What follows belongs to an exercise in optimizing a design on an open flow for small area; a production flow would make more cautious choices. Where RTL was checked, it was by simulation tests only, not by an equivalence proof against the original.

Setup of job 105:
// syntropy_core
module syntropy_core (
    input wire clk,
    input wire rst_n,
    input wire [15:0] voltage_drift,
    input wire [15:0] packet_loss,
    input wire [15:0] temp_variance,
    input wire [15:0] phase_jitter,
    input wire [15:0] threshold,
    input wire enable_learning,
    input wire mesh_broadcast_en,
    output wire stable,
    output reg [15:0] flux_value,
    output reg [15:0] correction_vector,
    output reg [15:0] optimized_params,
    output wire learning_active,
    output wire mesh_broadcast_req,
    input wire [15:0] mesh_flux_in,
    input wire [15:0] mesh_correction_in,
    input wire mesh_valid_in,
    output reg [15:0] mesh_flux_out,
    output reg [15:0] mesh_correction_out,
    output wire mesh_valid_out,
    output wire [7:0] iteration_count,
    output wire [3:0] state,
    output wire error_flag
);
    localparam IDLE = 3'd0, EVAL = 3'd1, LEARN = 3'd2, CORR = 3'd3, BCAST = 3'd4, ERR = 3'd5;
    reg [2:0] cs;         
    reg [2:0] ps;         
    reg [3:0] ic;         
    reg       fin;        
    reg       lflag;      
    reg [15:0] p;         
    reg [15:0] q;         
    reg [15:0] thr;
    reg        len, men;
    assign state = {1'b0, ps};
    assign iteration_count = {4'd0, ic};
    assign stable = (ps == EVAL) && (cs == IDLE);
    assign learning_active = (ps == LEARN) && (cs == LEARN);
    assign mesh_broadcast_req = (ps == BCAST);
    assign mesh_valid_out = (ps == BCAST);
    assign error_flag = (ps == ERR);
    wire in_eval  = (cs == EVAL);
    wire in_learn = (cs == LEARN);
    wire first    = (ps == EVAL);
    wire iter     = in_learn && !fin;
    function automatic [4:0] ceil25(input [6:0] b);
        case (b)
  ...
export LEC_CHECK = 0
export CAP_MARGIN = 20
export CORE_MARGIN = 2
export CORE_UTILIZATION = 40
export CTS_BUF_LIST = sky130_fd_sc_hd__clkbuf_8
export GPL_TIMING_DRIVEN = 0
export SLEW_MARGIN = 20
export SYNTH_HIERARCHICAL = 1
create_clock -name core_clock -period 13.0 [get_ports {clk}]
standard.sh (not shown) runs the stock make flow with config.mk's settings and CLKGATE_MAP_FILE= SYNTH_SCRIPT=/design/flow/synth_recipe.tcl, a recipe that flattens the netlist after the stock synthesis.
==> flow/flow/run.sh <==
#!/bin/bash
set -euo pipefail
bash standard.sh synth > synth.log 2>&1
bash standard.sh 'BUFFER_PORTS_ARGS=-buffer_cell sky130_fd_sc_hd__buf_1' finish > layout.log 2>&1
Relative to job 105, the following input files were edited for job 101:
--- a/flow/design.v
+++ b/flow/design.v
@@ -609,22 +609,25 @@
     fa ql_fa10 (.a(qn[4]), .b(y[12]), .c(ql_w8), .s(ql_w9), .co(ql_w10));
     wire ql_w11, ql_w12;
     fa ql_fa12 (.a(qn[5]), .b(y[13]), .c(ql_w10), .s(ql_w11), .co(ql_w12));
     wire ql_w13, ql_w14;
     fa ql_fa14 (.a(qn[6]), .b(y[14]), .c(ql_w12), .s(ql_w13), .co(ql_w14));
     wire [7:0] ql = {ql_w14, ql_w13, ql_w11, ql_w9, ql_w7, ql_w5, ql_w3, ql_w1};
-    wire qinc = (qn[7] ^ ql[7]) ? ~y[14] : (qn[7] & y[14]);
-    wire qdec = ~qn[7] & ~ql[7] & y[14];
     wire [8:0] qh = q[15:7];
-    reg  [8:0] qh_new;
+    reg  [8:0] qh1, qh0;
     integer k;
     always @* begin
-        for (k = 0; k < 9; k = k + 1)
-            qh_new[k] = qh[k] ^ ((qinc & ((qh & ((9'd1 << k) - 9'd1)) == ((9'd1 << k) - 9'd1))) |
-                                 (qdec & ((qh & ((9'd1 << k) - 9'd1)) == 9'd0)));
+        for (k = 0; k < 9; k = k + 1) begin
+            qh1[k] = qh[k] ^ (~(qn[7] ^ y[14]) &
+                              ((qh & ((9'd1 << k) - 9'd1)) == ((9'd1 << k) - 9'd1)));
+            qh0[k] = qh[k] ^ ((qn[7] & ~y[14] &
+                               ((qh & ((9'd1 << k) - 9'd1)) == ((9'd1 << k) - 9'd1))) |
+                              (~qn[7] & y[14] & ((qh & ((9'd1 << k) - 9'd1)) == 9'd0)));
+        end
     end
+    wire [8:0] qh_new = ql[7] ? qh1 : qh0;
     wire [15:0] qu = {qh_new, ql[6:0]};
     wire ovf = flux_calc[15] | pu[15] | qu[15];
     always @(posedge clk) begin
         thr <= threshold;
         len <= enable_learning;
         men <= mesh_broadcast_en;
Synthesized-area fraction occupied by adder cells of job 101 is on par with job 105.
Job 105 -> job 101: peak per-stage delay on the critical path flat
Job 105 → job 101: number of resized instances in the post-cts repair step lower.
Diff job 105 -> job 101 | utilization | decrease of 0.42 points
Delta (job 101 minus job 105): overall routing resource usage did not really move, post-layout net count neither gained nor lost much, clock skew after layout held steady, final worst setup slack went up, post-route cell area fell by 100 um^2.
Job 101 has layout clock buffer count above what job 105 had.
Relative to job 105, part of the cycle the worst path needs decreased by 0.23 points in job 101.
Looking at simple-gate portion of the synthesized area, job 101 sits 0.62 points above job 105.
Only the layout flow was run in job 105; the RTL was not checked for function there.

[re-timing with driven ports]
The results above use ideal ports. As a check the final layouts listed here were re-extracted and re-timed, cells and wires unchanged.
Step 1: set_driving_cell puts a clkbuf_16 on clk and a buf_2 on each other input, an assumption about the parent block.
Step 2 adds t to the input delays and takes it off the output delays; t is the mean of the earliest and latest rising clock arrival at the registers after step 1. Input paths then give back, and output paths get back, about the clock's delay inside the block.
a / b / c = no drivers / after step 1 / after step 2; a / b = the first two.
| run | shift t [ns] | setup slack, ns | hold WS [ns] | latest minus earliest clock arrival (ns) | worst slew at a driven data input, ns |
|---|---|---|---|---|---|
| job 105 | 0.504 | 0.339 / 0.339 / 0.339 | 0.370 / 0.370 / 0.370 | 0.022 / 0.022 | 0.05 |
| job 101 | 0.492 | 0.369 / 0.369 / 0.369 | 0.381 / 0.381 / 0.381 | 0.020 / 0.020 | 0.06 |
After both steps setup and hold are still met in every run listed.
